What follows belongs to an exercise in optimizing a design on an open flow for small area and a short achievable clock period; a production flow would make more cautious choices. No functional check of the RTL was part of any run shown here. Power figures rest on the tool's default switching activity, not on a simulated workload.

==> flow/design.v, too long to show whole: its modules and the start of the top module <==
// module DSP: 1473 lines
module DSP(A,B,C,D,CLK,CARRYIN,OPMODE,BCIN,RSTA,RSTB,RSTM,RSTP,RSTC,RSTD,RSTCARRYIN,RSTOPMODE,
          CEA,CEB,CEM,CEP,CEC,CED,CECARRYIN,CEOPMODE,PCIN,BCOUT,PCOUT,P,M,CARRYOUT,CARRYOUTF);
  // ...
==> flow/run.sh <==
#!/bin/bash
# synth_recipe.tcl (not shown) runs the flow's synth.tcl, then flattens the netlist and writes it again
# the make line also repeats each setting of config.mk as NAME=value (left out here)
make -C /OpenROAD-flow-scripts/flow DESIGN_CONFIG=/design/flow/config.mk WORK_HOME=/design/flow/orfs CLKGATE_MAP_FILE= SYNTH_SCRIPT=/design/flow/synth_recipe.tcl finish
==> flow/config.mk <==
export PLATFORM = sky130hd
export DESIGN_NAME = DSP
export DESIGN_NICKNAME = DSP
export VERILOG_FILES = /design/flow/design.v
export SDC_FILE = /design/flow/constraint.sdc
export NUM_CORES = 4
export LEC_CHECK = 0
export CAP_MARGIN = 20
export CORE_MARGIN = 2
export CORE_UTILIZATION = 40
export SLEW_MARGIN = 20
==> flow/constraint.sdc <==
create_clock -name core_clock -period 8.0 [get_ports {CLK}]
set_input_delay 1.6000 -clock core_clock [delete_from_list [all_inputs] [get_ports {CLK}]]
set_output_delay 1.6000 -clock core_clock [all_outputs]
set_load 0.01 [all_outputs]
==> impl_results.md, run 1 <==
- Via count: 20.9k
- Largest family of logic cells by synthesized area: adder cells
- Clock buf/inv share: 3.71%
- First-pass GRT wire length: 125,000 µm
- Sw power: 1.67 mW
- Leakage Power: 12.8 nW
- Max_cap viols: 0
- Synthesized flop and latch total: 229
- Final period util: 80.4%
- Chip height: 253 µm
- DIE WIDTH: 253 µm
- FF-to-FF Start: MS_r[2]
- Hold endpoint: MC_r[5]
- Non-clock buffers: 373
- Top cells by area, synth: fa_1 21%, dfxtp_1 18%, and2_1 6.4%
- Reg-to-reg slack, setup: 1.57 ns
- Sw Ratio: 36.4%
- Max Root-Sink Buffers: 3
- FILL cells: 5,865
- Initial DRC Count: 1,622
- Setup Skew: 0.0209 ns
- Sequential cell area: 4590 µm²
- # setup viols final: 0
- Slew Viols, Final: 0
- Sequential fraction of design power: 29.3%
- Tapcells: 837
- Met1 Usage GRT: 33.7%
- Root Driver: clkbuf_16
- Most frequent cells in the layout: 319 x clkdlybuf4s50_1, 259 x fa_1, 255 x and2_1, 239 x inv_1, 224 x dfxtp_1
- Post-synthesis mux area share: 8.64%
- Worst path cell trace: ha_1 > nor2b_1 > o311ai_1 > a311oi_1 > o31ai_1 > a211oi_1 > a31oi_1 > mux2_1 > a2111oi_0 > a32oi_1 > xnor2_1 > ha_1 > nor2b_1 > o21ai_0 > nand2b_1 > a21o_1 > a221oi_4 > o21ai_1 > and3_1 > or4_1
- Clock slew at reported path FFs: 0.06 ns
- Drt drc: 0
- Post-Syn Nets: 3,425
- Area grow syn2layout: 18.7%
- Worst Setup Start Kind: register
- Status: finished clean
==> run 2: changes to the inputs <==
--- a/flow/config.mk
+++ b/flow/config.mk
@@ -8,4 +8,5 @@
 export CAP_MARGIN = 20
 export CORE_MARGIN = 2
-export CORE_UTILIZATION = 40
+export CORE_UTILIZATION = 60
+export SETUP_SLACK_MARGIN = 4.0
 export SLEW_MARGIN = 20
==> run 2 against run 1 <==
Compared with the run above:
- sequential share of layout area is 1.2 points lower
- worst hold slack better by 0.0014 ns
- die area is 33% lower
- utilization is 32 points higher
- synthesized cell count stayed put
- via count is 13% higher
- critical path type unchanged
- critical endpoint is now P_r[37]
- highest routed layer is now met5
==> impl_results.md, run 2 <==
- Post-synth top cells: 259 x fa_1, 255 x and2_1, 239 x inv_1
- Final nets: 3,763
- Number of global-route vias before repair: 23.2k
- Clk Latency, worst-skew pair: 0.58 ns
- Worst Setup Start Kind: register
- Crit path max-delay family: compound AO/OA/AOI/OAI gates
- Crit path largest cell delay: 0.49 ns
- Met1 Wirelength: 35,200 µm
- Final instance area: 32,800 µm²
- Die ar.: 43,100 µm²
- Yosys top cell area share: 20.8%
- Finished Layout Cells: 3,751
- CP max-delay cell: or4b_4
- Sequential share of the synthesized area: 18.4%
- Post-synthesis cell area: 24,900 µm²
- Synth warn: 1
- Final period util: 71.4% (-9.0 points)
- DIE WIDTH: 208 µm (-18%)
- CP Data Required Time: 8.49 ns
- Remaining global-route overflow: 0
- Top cells by area, synth: fa_1 21%, dfxtp_1 18%, and2_1 6.4%
- Final HPWL DP: 58,500 µm
- Post-Syn Nets: 3,425 (unchanged)
- Setup Skew: 0.0259 ns (+0.00500 ns)
- Row Count: 74
- Initial DRC Count: 2,311 (+42%)
- # setup viols final: 0 (unchanged)
- Power per cell area: 150 nW/µm²
- # hold bufs at CTS: 0
- Routed length per instance: 24.9 µm
- Worst path cell trace: inv_2 > ha_4 > fa_2 > nor2b_1 > o31a_1 > o41a_1 > nor2_2 > o21bai_1 > a21oi_1 > xor2_1 > mux2_4 > a22oi_2 > xnor2_1 > ha_2 > nand2_2 > or3_4 > a211o_1 > and3_4 > o41a_1 > o41ai_4 > a21oi_4 > o21a_1 > or4b_4 > o311ai_2
- Area grow syn2layout: 31.9%
- Most frequent cells in the layout: 278 x clkdlybuf4s50_1, 236 x and2_1, 210 x nor2_1, 210 x inv_1, 205 x fa_1
- Drt total wl: 93,300 µm
- Clk sink count: 229
- Initial antenna violation count: 10
- Worst Path Max Fanout: 4
- Post-synthesis async set-or-reset flop share: 0%
- Max_cap viols: 0 (unchanged)
- Dominant cell type by area after synthesis: fa_1
- Critical path type: register to register
- Final Wtd Congestion: 0.934
- Final ANT Viol Nets: 0
- Via count: 23.6k (+13%)
- Final hold vios: 0
- Most common library cell in the layout ignoring fill and taps: clkdlybuf4s50_1
- Num CTS Buffers: 29
- WL met3: 9870 µm
- Max IR drop VDD: 178 µV
- Port buffer count: 326
- Crit path from: MS_r[1]
- Biggest regs: C_r (48), P_r (48), MS_r (35)
- Unrepaired setup endpoints after global routing: yes
- Leakage Power: 14.2 nW (+10%)
- Cells after Synth: 2,856
- Share of layout cells above drive strength 1: 23.0%
- Status: finished clean
- Post-route setup TNS: 0 ns
- Min Hold Slack: 0.491 ns
- WL met2: 41,800 µm
- DRT Pass-1 Iters: 6
- Max Root-Sink Buffers: 3 (unchanged)
- EDFF count, synth: 0
- I/O Pins: 346
- Placed cells: 3,513
- Largest net degree at the start of global routing: 87
- Slew Viols, Final: 0 (unchanged)
- Worst slew pin tran: 1.13 ns
- Final worst slack: 2.29 ns
- Clock slew at reported path FFs: 0.07 ns (about the same)
- Synthesized area per cell: 8.71 µm²
- Synthesized flop and latch total: 229 (unchanged)
- Cell mode on critical path: o41a_1
- Top-count cell post-synth: fa_1
- CP arrival: 6.20 ns
- Final critical-path required period: 5.71 ns
- Chip height: 208 µm (-18%)
- CTS tree: done
- First-pass GRT wire length: 135,000 µm (+7.8%)
- FF-to-FF Start: MS_r[1]
- Relative slew slack: 24.5%
- Core area: 40,900 µm²
- Max H-tree Level: 1
- Crit path capture type: register
- Top routing layer used: met5
- DP Worst Slack: 1.92 ns
- Routed vias/inst: 6.30
- CP Buf/Inv Count: 1
- Root Driver: clkbuf_16
- Placed cell areas: 28,200 µm²
- Initial Util: 60.8%
- Reg-to-reg slack, setup: 2.29 ns (+0.72 ns)
- Primary FF master, synth: dfxtp_1
- Tot GR Track Use: 40.0%
- Max Fclk: 175 MHz
- Hold Path Class: register to register
- Worst reg2reg path endpoint: P_r[37]
- Post-synthesis cell type count: 84
- Crit path to: P_r[37]
- Crit path depth: 24
- Drt drc: 0 (unchanged)
- Worst Reg-to-Reg Cells: 24
run 2: cell count changes in the layout (fill, tap and decap cells not counted), moves of 34 or more:
cell | previous run | this run
a21oi_1 | 110 | 76
buf_4 | 48 | 145
buf_6 | 0 | 65
clkdlybuf4s50_1 | 319 | 278
fa_1 | 259 | 205
fa_2 | 0 | 54
run 2: how the worst min path moves through the flow:
stage,from,to,slack (ns),depth (start not counted)
2_1_floorplan,MC_r[0],MC_r[0],0.45,2
3_3_place_gp,MC_r[0],MC_r[0],0.47,2
3_5_place_dp,MC_r[3],MC_r[3],0.47,2
5_1_grt,MS_r[1],MS_r[1],0.50,2
6_report,MS_r[1],MS_r[1],0.49,2
4_1_cts,MC_r[15],MC_r[15],0.48,2
run 2: layer usage:
metal / vias to the layer above / track usage, %
met5: - / 0
met4: 10 / 19.1
met1: 11600 / 52.8
li1: 10200 / -
met3: 412 / 7.96
met2: 1469 / 63.3
run 2: kinds of logic (layout without fill, tap and decap cells):
family                     after synthesis  after routing  synth area share, %
and+or+nand+nor                        895            895                 18.5
AOI/OAI and AO/OA                      527            527                 14.8
adders and majority gates              375            375                 26.7
DFF                                    229            229                 18.4
xor gates and xnor gates               139            139                 4.89
other                                    0              6                    0
buffers and inverters                  484            841                 8.06
muxes                                  207            207                 8.64
run 2: repair_timing:
action,in CTS,in global routing
pin swaps,122,200
setup endpoints to repair,114,102
setup buffers,102,70
hold endpoints to repair,0,0
resized for setup,397,325
cloned,7,3
run 2: worst reg2reg max path: cells and delay by family (launching register included):
kind	cells	cell delay, ns
compound gates	11	2.57
simple gates	6	1.29
fa+ha+maj	3	0.73
xor+xnor	2	0.44
flops	1	0.32
mux	1	0.23
buf+inv	1	0.06
run 2: stage by stage:
step	utilization [%]	total power, mW
after floorplan	-	2.42
after global placement	68.9	3.03
after detailed placement	68.9	3.07
after CTS	76.1	4.62
after global routing	80.2	5.09
final	80.2	4.92
run 2: area by class of cell:
type                            count  area (µm²)
Tap cell                          532         666
Clock buffer                       36         782
Clock inverter                     14         160
Antenna cell                        6        15.0
Fill cell                        2575        8100
Inverter                          241         913
Timing Repair Buffer              550        5590
Sequential cell                   229        4690
Multi-Input combinational cell   2143       20000
run 2: report_power, final:
group / leakage, nW / switching (mW) / internal, mW
Clock: 0.459 / 0.566 / 0.786
Sequential: 1.90 / 0.123 / 1.23
Combinational: 11.8 / 1.16 / 1.06
Total: 14.2 / 1.85 / 3.07

port drivers added, routing unchanged:
How much do the figures lean on ideal ports? The routed layouts below were timed once more, with nothing changed but the port constraints. Step 1 assumes that a clkbuf_16 drives the clock port and a buf_2 every other input. Step 2, shift: input delay + t, output delay - t, t = (earliest + latest rising clock arrival at the registers) / 2. This alone moves slack from input paths to output paths. Three values: no drivers, after step 1, after step 2; two values: the first two.
| run | shift t [ns] | slack for setup (ns) | pins driven straight from the clock port |
|---|---|---|---|
| run 1 | 0.657 | 1.566 / 1.566 / 1.566 | 1 |
| run 2 | 0.628 | 2.288 / 2.288 / 2.193 | 1 |
After both steps every run listed still meets setup and hold. For run 2, which loses most, drivers alone change the setup slack by 0.000 ns; drivers and shift together by -0.095 ns.
